Source: an optimization exercise on an open RTL-to-GDS flow (aim: small area and a short achievable clock period). Production flows keep margins and buffers that such runs may drop.
Where RTL was checked, it was by simulation tests only, not by an equivalence proof against the original.

==> module timer, before the edit <==
module timer
#(
    parameter ADDR_WIDTH    = 32   ,
    parameter DATA_WIDTH    = 32
)
(
    input                    clk               ,
    input                    rstn              ,
    output logic             slave_rdy         ,
    output logic  [3:0]      timer_int         ,
    input [ADDR_WIDTH-1:0]   raddr             ,
    input                    re                ,
    output logic  [DATA_WIDTH-1:0]   rdata             ,
    input [DATA_WIDTH/8-1:0] rsel              ,
    input [ADDR_WIDTH-1:0]   waddr             ,
    input                    we                ,
    input [DATA_WIDTH-1:0]   wdata             ,
    input [DATA_WIDTH/8-1:0] wsel
);
logic [3:0][31:0] lc;
logic [3:0][31:0] cnt;
logic [3:0]       lcv;
logic [3:0]       cv;
logic [3:0][2:0]  ctrl;
logic [3:0]       en_d;
logic [3:0]       expf;
logic [3:0]       raw;
logic             re_d1;
logic             we_d1;
wire [5:0] widx = waddr[7:2];
wire [5:0] ridx = raddr[7:2];
logic [3:0] wr_lc, wr_ctrl;
assign wr_lc[0]   = we & (widx == 6'd0);
assign wr_ctrl[0] = we & (widx == 6'd2);
assign wr_lc[1]   = we & (widx == 6'd5);
assign wr_ctrl[1] = we & (widx == 6'd7);
assign wr_lc[2]   = we & (widx == 6'd10);
assign wr_ctrl[2] = we & (widx == 6'd12);
assign wr_lc[3]   = we & (widx == 6'd15);
assign wr_ctrl[3] = we & (widx == 6'd17);
logic [3:0] clr;
wire clr_all = re & (ridx == 6'd41);
assign clr[0] = re & (ridx == 6'd3);
assign clr[1] = re & (ridx == 6'd8);
assign clr[2] = re & (ridx == 6'd13);
assign clr[3] = re & (ridx == 6'd18);
logic [3:0] ist;
assign timer_int = ist;
genvar n;
generate
for (n = 0; n < 4; n = n + 1) begin : tm
  wire en   = ctrl[n][0];
  wire mode = ctrl[n][1];
  wire zero = cv[n] & (cnt[n] == 32'd0);
  wire load = (en & ~en_d[n]) | zero;
  wire [31:0] c = cnt[n];
  wire [7:0] g;
  for (genvar j = 0; j < 8; j = j + 1) begin : grp
    assign g[j] = ~|c[4*j+3:4*j];
  end
  wire [7:0] gz;
  assign gz[0] = 1'b1;
  assign gz[1] = g[0];
  assign gz[2] = g[0] & g[1];
  assign gz[3] = gz[2] & g[2];
  assign gz[4] = gz[2] & g[2] & g[3];
  assign gz[5] = gz[4] & g[4];
  assign gz[6] = gz[4] & g[4] & g[5];
  assign gz[7] = gz[6] & g[6];
  wire [31:0] z;
  for (genvar j = 0; j < 8; j = j + 1) begin : bor
    assign z[4*j]   = gz[j];
    assign z[4*j+1] = gz[j] & ~c[4*j];
    assign z[4*j+2] = gz[j] & ~c[4*j] & ~c[4*j+1];
    assign z[4*j+3] = gz[j] & ~c[4*j] & ~c[4*j+1] & ~c[4*j+2];
  end
  wire [31:0] b = z & {32{en}};
  wire raw_next  = en & (expf[n] | (raw[n] & ~(clr[n] | clr_all)));
  wire mask_next = wr_ctrl[n] ? wdata[2] : ctrl[n][2];
  wire sel_lc = load & mode & lcv[n];
  wire one    = load & ~mode;
  always @(posedge clk) begin
    if (wr_lc[n]) lc[n] <= wdata;
    cnt[n] <= (lc[n] & {32{sel_lc}}) | {32{one}} | ({32{~load}} & (c ^ b));
    en_d[n] <= en;
    expf[n] <= zero;
  end
  always @(posedge clk or negedge rstn) begin
    if (!rstn) begin
      lcv[n]  <= 1'b0;
      cv[n]   <= 1'b0;
      ctrl[n] <= 3'b0;
      raw[n]  <= 1'b0;
      ist[n]  <= 1'b0;
    end else begin
      if (wr_lc[n]) lcv[n] <= 1'b1;
      if (load) cv[n] <= 1'b1;
      if (wr_ctrl[n]) ctrl[n] <= wdata[2:0];
      raw[n] <= raw_next;
      ist[n] <= raw_next & ~mask_next;
    end
  end
end
endgenerate
wire [5:0] i = ridx;
wire [3:0] s_lc, s_cnt, s_ctrl, s_is;
assign s_lc[0]   = ~i[4] & ~i[3] & ~i[2] & ~i[1] & ~i[0];    
assign s_cnt[0]  = ~i[4] & ~i[3] & ~i[2] & ~i[1] &  i[0];    
assign s_ctrl[0] = ~i[4] & ~i[3] & ~i[2] &  i[1] & ~i[0];    
assign s_is[0]   = ~i[3] &  i[2] & ~i[1] & ~i[0];            
assign s_lc[1]   = ~i[3] &  i[2] & ~i[1] &  i[0];            
assign s_cnt[1]  = ~i[3] &  i[2] &  i[1] & ~i[0];            
assign s_ctrl[1] = ~i[3] &  i[2] &  i[1] &  i[0];            
assign s_is[1]   = ~i[5] &  i[3] & ~i[2] & ~i[1] &  i[0];    
assign s_lc[2]   = ~i[5] &  i[3] & ~i[2] &  i[1] & ~i[0];    
assign s_cnt[2]  =  i[3] & ~i[2] &  i[1] &  i[0];            
assign s_ctrl[2] =  i[3] &  i[2] & ~i[1] & ~i[0];            
assign s_is[2]   =  i[3] &  i[2] &  i[1] & ~i[0];            
assign s_lc[3]   =  i[3] &  i[2] &  i[1] &  i[0];            
assign s_cnt[3]  =  i[4] & ~i[1] & ~i[0];                    
assign s_ctrl[3] =  i[4] & ~i[1] &  i[0];                    
assign s_is[3]   =  i[4] &  i[1] &  i[0];                    
wire   s_ti      =  i[5] & ~i[1] & ~i[0];                    
wire   s_raw     =  i[5] &  i[1];                            
wire [3:0] g_lc  = s_lc & lcv;
wire [3:0] g_cnt = s_cnt & cv;
wire       ones  = |(s_cnt & ~cv);
logic [31:0] rd_next;
always @(*) begin
  rd_next = {32{ones}};
  for (int k = 0; k < 4; k = k + 1)
    rd_next = rd_next | (lc[k] & {32{g_lc[k]}}) | (cnt[k] & {32{g_cnt[k]}})
            | {29'b0, ctrl[k] & {3{s_ctrl[k]}}} | {31'b0, ist[k] & s_is[k]};
  rd_next[3:0] = rd_next[3:0] | (ist & {4{s_ti}}) | (raw & {4{s_raw}});
end
always @(posedge clk) rdata <= rd_next;
always @(posedge clk or negedge rstn) begin
  if (!rstn) begin
    re_d1 <= 1'b0;
    we_d1 <= 1'b0;
  end else begin
    re_d1 <= re;
    we_d1 <= we;
  end
end
assign slave_rdy = ~((re & ~re_d1) | (we & ~we_d1));
endmodule
clock: 4.0 ns
lec_check: 0
abc_clock_period_in_ps: 2000
cap_margin: 20
core_margin: 2
core_utilization: 65
cts_buf_list: sky130_fd_sc_hd__clkbuf_16
cts_cluster_diameter: 80
cts_cluster_size: 24
setup_slack_margin: 2.0
slew_margin: 20
standard.sh (not shown) runs the stock make flow with config.mk's settings and CLKGATE_MAP_FILE= SYNTH_SCRIPT=/design/flow/synth_recipe.tcl, a recipe that flattens the netlist after the stock synthesis.
==> flow/flow/run.sh <==
#!/bin/bash
# Standard ORFS layout (the standard.sh) with these changes:
#  - port buffers start as buf_1 (repair_timing upsizes the critical ones);
#  - DONT_USE_CELLS is the platform's list plus the slow wide OR/NOR/AND/NAND
#    gates and the delay cells (flow/dont_use.txt), so synthesis maps to
#    faster gates and the resizer does not size port buffers into delay cells.
HERE=$(pwd)
DU=$(tr '\n' ' ' < "$HERE/flow/dont_use.txt")
bash standard.sh "BUFFER_PORTS_ARGS=-buffer_cell sky130_fd_sc_hd__buf_1" \
  "DONT_USE_CELLS=$DU" finish > standard.log 2>&1
Other scripts of this flow, unchanged in this note and not shown: flow/flow/dont_use.txt
The starting point went through all stages and came out clean.
Edit:
--- a/flow/design.v
+++ b/flow/design.v
@@ -23,8 +23,10 @@
 logic [3:0]       cv;
 logic [3:0][2:0]  ctrl;
 logic [3:0]       en_d;
 logic [3:0]       expf;
+logic [3:0]       zq;     
+logic [3:0]       lcz;    
 logic [3:0]       raw;
 logic             re_d1;
 logic             we_d1;
 wire [5:0] widx = waddr[7:2];
@@ -45,15 +47,17 @@
 assign clr[2] = re & (ridx == 6'd13);
 assign clr[3] = re & (ridx == 6'd18);
 logic [3:0] ist;
 assign timer_int = ist;
+wire wz = (wdata == 32'd0);
 genvar n;
 generate
 for (n = 0; n < 4; n = n + 1) begin : tm
   wire en   = ctrl[n][0];
   wire mode = ctrl[n][1];
-  wire zero = cv[n] & (cnt[n] == 32'd0);
-  wire load = (en & ~en_d[n]) | zero;
+  wire load = (en & ~en_d[n]) | zq[n];
+  wire zq_next = load ? (mode & (~lcv[n] | lcz[n]))
+                      : (en & cv[n] & (cnt[n] == 32'd1));
   wire [31:0] c = cnt[n];
   wire [7:0] g;
   for (genvar j = 0; j < 8; j = j + 1) begin : grp
     assign g[j] = ~|c[4*j+3:4*j];
@@ -79,12 +83,19 @@
   wire mask_next = wr_ctrl[n] ? wdata[2] : ctrl[n][2];
   wire sel_lc = load & mode & lcv[n];
   wire one    = load & ~mode;
   always @(posedge clk) begin
-    if (wr_lc[n]) lc[n] <= wdata;
+    if (wr_lc[n]) begin
+      lc[n]  <= wdata;
+      lcz[n] <= wz;
+    end
     cnt[n] <= (lc[n] & {32{sel_lc}}) | {32{one}} | ({32{~load}} & (c ^ b));
     en_d[n] <= en;
-    expf[n] <= zero;
+    expf[n] <= zq[n];
+  end
+  always @(posedge clk or negedge rstn) begin
+    if (!rstn) zq[n] <= 1'b0;
+    else       zq[n] <= zq_next;
   end
   always @(posedge clk or negedge rstn) begin
     if (!rstn) begin
       lcv[n]  <= 1'b0;
The changed run produced a clean layout; flip-flop and latch count came out higher by 8; routed wire length rises by roughly a tenth; via count rises by a few percent; non-clock buffer count is lower by 29; area after synthesis rose by a few percent; die area went up by a few percent; global-route usage rises by 2.0 points; critical path depth went down by 2.
The RTL of the first run of this note was laid out without a check of its function.

## port drivers added, routing unchanged
The flow's constraints put no driver on any port. The routed layouts listed below were extracted and timed again, unchanged, in two steps. Step 1, drivers: a clkbuf_16 drives clk and a buf_2 each remaining input, both assumed. Step 2 also shifts input and output timing later by t, the mid clock arrival at the registers, as if the neighbouring blocks saw the same clock. Slacks: no drivers / after step 1 / after step 2; pairs: no drivers / after step 1.
run	t (ns)	setup WS [ns]	pins driven straight from the clock port
the first run	0.558	1.987 / 1.966 / 1.458	1
the second run	0.563	1.957 / 1.956 / 1.400	1
After both steps every run listed still meets setup and hold. For the second run, which loses most, drivers alone change the setup slack by -0.001 ns; drivers and shift together by -0.557 ns.
